What follows belongs to an exercise in optimizing a design on an open flow for small area, a short achievable clock period and few clock cycles; a production flow would make more cautious choices. RTL that was checked went through simulation tests only; none was proved equivalent to the original. The RTL of run 1 was laid out without a check of its function. Power and IR drop assume default switching activity.

## flow/design.v (module list and top-level ports; edited modules follow where they fit)
// module fa: 5 lines
// module ha: 5 lines
// module hn: 6 lines
// module nd: 5 lines
// module an: 5 lines
// module gpc: 6 lines
// module gc: 5 lines
// module top: 5481 lines
module top(clk, rst, start, x, y, z, mem_rdata, mem_addr, mem_wdata, mem_wen, done);
  // ...
==> flow/flow/run.sh <==
#!/bin/bash
set -euo pipefail
export BUFFER_PORTS_ARGS="-buffer_cell sky130_fd_sc_hd__buf_4"
bash standard.sh > standard.log 2>&1
==> flow/standard.sh <==
#!/bin/bash
# synth_recipe.tcl (not shown) runs the flow's synth.tcl, then flattens the netlist and writes it again
# the make line also repeats each setting of config.mk as NAME=value (left out here)
make -C /OpenROAD-flow-scripts/flow DESIGN_CONFIG=/design/flow/config.mk WORK_HOME=/design/flow/orfs CLKGATE_MAP_FILE= SYNTH_SCRIPT=/design/flow/synth_recipe.tcl "${@:-finish}"
==> flow/config.mk <==
export PLATFORM = sky130hd
export DESIGN_NAME = top
export DESIGN_NICKNAME = top
export VERILOG_FILES = /design/flow/design.v
export SDC_FILE = /design/flow/constraint.sdc
export NUM_CORES = 4
export LEC_CHECK = 0
export CAP_MARGIN = 20
export CORE_MARGIN = 2
export CORE_UTILIZATION = 40
export CTS_CLUSTER_DIAMETER = 70
export CTS_CLUSTER_SIZE = 30
export SLEW_MARGIN = 50
export SYNTH_HIERARCHICAL = 1
==> flow/constraint.sdc <==
create_clock -name core_clock -period 10.0 [get_ports {clk}]
set_input_delay 2.0000 -clock core_clock [delete_from_list [all_inputs] [get_ports {clk}]]
set_output_delay 2.0000 -clock core_clock [all_outputs]
set_load 0.01 [all_outputs]
==> results.txt, run 1 <==
drt drc=0; Final HPWL DP=approximately 120000 um; clock network power share=roughly 14%; slew at the pin closest to its max-slew limit=0.766 ns; ANT nets after route=0; final wirelength=153000 um; CTS Hold Buffers Added=0; max reg flops=440; Post-DP Area=0.0561 mm^2; CP Data Arrival Time=4.08 ns; first-pass GRT wire length=approximately 220000 um; vias in the first global route=32100; fin crit share=34.8%; CP Capture Point=r2889; first drt pass iteration count=5; RR Endpoint=r2889; Static Leak=25.9 nW; crit end category=register; post-route setup slack=6.52 ns; grt peak-use layer=met2; outcome=timing/DRC/antenna clean; grt met1 use=about a third; Top class by area=multi-input gates; met1 wire length=between 60000 and 70000 um; clock latency (worst-skew pair)=0.72 ns; All-Layer GR Usage=22.7%; worst r2r src=C[3][2]; Top cell by count, worst path=fa_1; Slew headroom=between 40% and 50%; RD Place Congestion=roughly 1; Worst EP required=approximately 11 ns; post-CTS setup buffer count=0; warnings from Yosys=9; most common cell after layout, fill and taps aside=and2_1; sequential logic power=6.59 mW; setup TNS=0 ns; WHS=0.337 ns; final net count=5100; total gr overflow=0; power per cell area=353 mW/mm^2; placed cells=5813; die area=0.136 mm^2
==> inputs of run 2 (changes only) <==
--- a/flow/design.v
+++ b/flow/design.v
@@ -50,59 +50,62 @@
 reg [4:0] rho;       
 reg [8:0] iaddr, faddr, waddr;
 reg [7:0] wcnt;      
 reg lastw;
 wire idle = !running && !lastw;
 wire st = idle && start;    
 wire s_end = (s == 5'd16);
 wire fill_end = (fc == 4'd13);
-wire nfill = st || (fill && !fill_end);
-wire [3:0] nfc = st ? 4'd0 : fc + 4'd1;
+wire rfill = fill && !fill_end;
+wire [3:0] rfc = fc + 4'd1;
 wire [4:0] ns = (fill || s_end) ? 5'd0 : s + 5'd1;
 wire [4:0] nrho = fill ? 5'd3 : (s_end ? rho + 5'd1 : rho);
-wire act = st || running;
-reg fast, ld_now, ld_next, fl_next;
+reg fast, fast1, fast2, ld_now, ld_next, fl_next;
 reg [3:0] fle;       
 always @(posedge clk) begin
   if (rst) begin
-    fast <= 1'b0; ld_now <= 1'b0; ld_next <= 1'b0; fl_next <= 1'b0; fle <= 4'd0;
+    fast <= 1'b0; fast1 <= 1'b0; fast2 <= 1'b0; ld_now <= 1'b0; ld_next <= 1'b0; fl_next <= 1'b0; fle <= 4'd0;
   end else begin
-    fast    <= act && nfill && nfc != 4'd4 && nfc != 4'd9;
-    ld_now  <= act && !nfill && nrho <= 5'd15 &&
+    fast    <= st || (running && rfill && rfc != 4'd4 && rfc != 4'd9);
+    fast1   <= running && rfill && rfc != 4'd4 && rfc != 4'd9 && rfc >= 4'd5;
+    fast2   <= running && rfill && rfc != 4'd9 && rfc >= 4'd10;
+    ld_now  <= running && !rfill && nrho <= 5'd15 &&
                (ns == 5'd0 || ns == 5'd4 || ns == 5'd8 || ns == 5'd12);
-    ld_next <= act && (nfill ? (nfc != 4'd3 && nfc != 4'd8) :
+    ld_next <= st || (running && (rfill ? (rfc != 4'd3 && rfc != 4'd8) :
                ((ns == 5'd16 && nrho <= 5'd14) ||
-                ((ns == 5'd3 || ns == 5'd7 || ns == 5'd11) && nrho <= 5'd15)));
-    fl_next <= act && (nfill ? (nfc == 4'd3 || nfc == 4'd8) :
+                ((ns == 5'd3 || ns == 5'd7 || ns == 5'd11) && nrho <= 5'd15))));
+    fl_next <= running && (rfill ? (rfc == 4'd3 || rfc == 4'd8) :
                (nrho == 5'd3 && (ns == 5'd0 || ns == 5'd1)));
-    fle[0]  <= act && nfill && nfc == 4'd4;
-    fle[1]  <= act && nfill && nfc == 4'd9;
-    fle[2]  <= act && !nfill && nrho == 5'd3 && ns == 5'd1;
-    fle[3]  <= act && !nfill && nrho == 5'd3 && ns == 5'd2;
+    fle[0]  <= running && rfill && rfc == 4'd4;
+    fle[1]  <= running && rfill && rfc == 4'd9;
+    fle[2]  <= running && !rfill && nrho == 5'd3 && ns == 5'd1;
+    fle[3]  <= running && !rfill && nrho == 5'd3 && ns == 5'd2;
   end
 end
 wire win_v = running && !fill &&
              (((s >= 5'd5) && rho >= 5'd3 && rho <= 5'd15) ||
               ((s == 5'd0) && rho >= 5'd4 && rho <= 5'd16));
 reg [31:0] P;
 reg [7:0] C [0:54];
 integer n;
 always @(posedge clk) begin
   P <= ld_now ? mem_rdata : {P[23:0], 8'h00};
   if (fast) begin
     C[0] <= mem_rdata[7:0];
     C[1] <= mem_rdata[15:8];
     C[2] <= mem_rdata[23:16];
     C[3] <= mem_rdata[31:24];
-    for (n = 4; n < 51; n = n + 1) C[n] <= C[n-4];
+    for (n = 4; n < 17; n = n + 1) C[n] <= C[n-4];
   end else begin
     C[0] <= P[31:24];
-    for (n = 1; n < 51; n = n + 1) C[n] <= C[n-1];
+    for (n = 1; n < 17; n = n + 1) C[n] <= C[n-1];
   end
+  for (n = 17; n < 34; n = n + 1) C[n] <= fast1 ? C[n-4] : C[n-1];
+  for (n = 34; n < 51; n = n + 1) C[n] <= fast2 ? C[n-4] : C[n-1];
   for (n = 51; n < 55; n = n + 1) C[n] <= C[n-1];
 end
 reg [31:0] F [0:3];
 always @(posedge clk) begin
   if (fle[0]) F[0] <= mem_rdata;
   if (fle[1]) F[1] <= mem_rdata;
   if (fle[2]) F[2] <= mem_rdata;
   if (fle[3]) F[3] <= mem_rdata;
@@ -5498,17 +5501,17 @@
       running <= 1'b0; done <= 1'b1;
     end
     cnt <= cnt + {2'd0, push} - {2'd0, wr_next};
     if (push) wp <= wp + 2'd1;
     if (wr_next) rp <= rp + 2'd1;
   end
 end
 always @(posedge clk) begin
-  fill <= nfill; fc <= nfc; s <= ns; rho <= nrho;
+  fill <= st || rfill; fc <= st ? 4'd0 : rfc; s <= ns; rho <= nrho;
   if (st) wcnt <= 8'd0;
   else if (wr_next) wcnt <= wcnt + 8'd1;
   if (ld_next) iaddr <= iaddr + 9'd4;
   else if (idle) iaddr <= x;
   if (idle) faddr <= y;
   else if (fl_next) faddr <= faddr + 9'd4;
   if (idle) waddr <= z;
   else if (wr_next) waddr <= waddr + 9'd1;
--- a/flow/config.mk
+++ b/flow/config.mk
@@ -5,10 +5,10 @@
 export SDC_FILE = /design/flow/constraint.sdc
 export NUM_CORES = 4
 export LEC_CHECK = 0
 export CAP_MARGIN = 20
 export CORE_MARGIN = 2
 export CORE_UTILIZATION = 40
 export CTS_CLUSTER_DIAMETER = 70
 export CTS_CLUSTER_SIZE = 30
-export SLEW_MARGIN = 50
+export SLEW_MARGIN = 20
 export SYNTH_HIERARCHICAL = 1
==> results.txt, run 2 <==
outcome=timing/DRC/antenna clean; most common cell after layout, fill and taps aside=and2_1; final net count=5135 (+0.69%); Critical Path Source=C[37][3]; Setup Crit Path Kind=reg -> reg; vias in the first global route=32500 (+1.0%); width of the die=370 um; H-tree depth=3; fin crit share=34.0% (-0.83 points); final hold vios=0; Final Critical Period=3.40 ns; DR WL/cell=around 26 um; # fillers=12200; Initial Util=between 40% and 50%; routed via count=30900; max-slew violations=0; commonest non-fill, non-tap cells in the layout=and2_1 (1106), fa_1 (778), dfxtp_1 (718), mux2_2 (438), edfxtp_1 (187); CTS tree=yes; largest net degree at the start of global routing=74; first drt pass iteration count=7 (+2); Post-DP Area=0.0561 mm^2 (about the same); CTS Buffer Depth=3; clock latency (worst-skew pair)=0.71 ns (about the same); CTS Hold Buffers Added=0 (unchanged); Num CTS Buffers=just over 70; biggest regs=C x440, F x128; crit end category=register; utilization after layout=44.2%; Worst EP required=10.52 ns (-0.08 ns); All-Layer GR Usage=22.7% (+0.065 points); Final HPWL DP=119000 um (-1.7%); CP Data Arrival Time=3.91 ns (-0.17 ns); number of max-cap violations=0; CP max FO=10; Static Leak=26.2 nW (+1.2%); port bufs=80; RSZ-0062 raised after global routing=no; first-pass GRT wire length=225000 um (+1.1%); warnings from Yosys=9 (unchanged); dpl ws=6.63 ns; maximum vdd drop=between 300 and 400 uV; die area=0.137 mm^2 (+0.32%); power per cell area=351 mW/mm^2 (-0.63%); hold path startpoint=C[50][0]; Root Driver=clkbuf_16; RD Place Congestion=1.01 (+3.2%); Biggest register=C; # IOs=81; drt drc=0 (unchanged); max reg flops=440 (unchanged); CTS clock-pin slew for the worst setup and hold paths=0.11 ns; Worst Hold Class=reg -> reg; height of the die=around 370 um; Mapped Avg Cell Area=13.2 um^2; initial antenna violation count=18; final wirelength=153000 um (+0.16%); worst r2r src=C[37][3]; Slew headroom=20.7% (-28 points); CTS sink cnt=slightly above 900; Power Total=20.7 mW; crit start category=register; ANT nets after route=0 (unchanged); vias per inst=5.16; setup TNS=0 ns (unchanged); post-route setup slack=6.60 ns (+0.0831 ns); post-CTS sizing=0; mapped cell area=0.0536 mm^2; post-CTS setup buffer count=0 (unchanged); FMAX=294 MHz; core area=0.133 mm^2; slew at the pin closest to its max-slew limit=1.19 ns (+0.424 ns); syn_nets=5058; total gr overflow=0 (unchanged); cells after synthesis=4062; share of post-route cells with drive strength above 1=between 10% and 20%; Max Clock Skew=0.0563 ns; post-route cell area=between 0.05 and 0.06 mm^2; FP Rows=134; area delta synth->final=9.80%; initial detailed-routing violation count=between 2000 and 2500; Setup Viol. Count Final=0
[run 2: final cells by class]
cell class | count | area, um^2 | share of cell area, %
flip-flops and latches | 910 | 20100 | 34.2
repair buffers | 91 | 683 | 1.16
multi-input cells | 3041 | 33000 | 56.2
well taps | 1768 | 2210 | 3.76
diodes | 15 | 37.5 | 0.0638
clock buffers | 82 | 1920 | 3.27
inverters | 24 | 90.1 | 0.153
clock inverters | 50 | 739 | 1.26
[run 2: per-stage QoR]
step	hold slack (ns)	std cells
after CTS	0.345	5966
after floorplan	0.310	4062
after global placement	0.314	5834
after detailed placement	0.324	5834
after global routing	0.352	5970
final	0.340	5981
[run 2: routing by layer]
layer / up-vias / global-route usage, % / wire length, um
met5: - / 0 / 27
met4: 4 / 8.68 / 5600
met3: 205 / 4.12 / 9230
met2: 900 / 36.6 / 72600
met1: 16200 / 30.5 / 66000
li1: 13600 / - / -
[run 2: worst paths after layout]
check | end | slack, ns | cells after the start
hold / removal | C[51][0] | 0.34 | 0
hold reg to reg | C[51][0] | 0.34 | 0
setup reg to reg | r2883 | 6.60 | 5
setup / recovery | r2883 | 6.60 | 5
[run 2: report_power, final]
group / leakage [nW] / switching [mW] / internal [mW]
clock: 1.28 / 1.65 / 1.57
combinational: 17.2 / 5.68 / 5.22
sequential: 7.75 / 1.30 / 5.24
[run 2: critical path: stages (launching register included)]
cell and delay, ns:
dfxtp_1 0.77, and2_1 0.24, fa_1 0.44, fa_1 0.68, fa_1 0.56, fa_1 0.53
Testbench counts of run 2, summed over its fixed seeds: cycles 5,808.

afterwards: timing with drivers on the ports:
No port has a modelled driver above. Below, the same layouts with a new extraction and two added sets of constraints.
Step 1 sets driving cells, clkbuf_16 on the clock port and buf_2 on the other inputs (assumed; they add their load-dependent delay and slew).
Step 2 moves the port delays by t, midway between the first and last clock arrival at a register: inputs arrive t later, outputs are due t later. That takes back most of the time a late clock gives input paths.
Slacks: ideal ports / drivers / drivers and shift; pairs: ideal ports / drivers.
run | t (ns) | setup slack, ns | clock arrival spread, ns
run 1 | 0.778 | 6.521 / 6.521 / 6.521 | 0.064 / 0.063
run 2 | 0.748 | 6.604 / 6.604 / 6.558 | 0.057 / 0.057
After both steps every run listed still meets setup and hold. The setup slack of run 2, which loses most, moves by 0.000 ns with the drivers and by -0.046 ns with both steps.
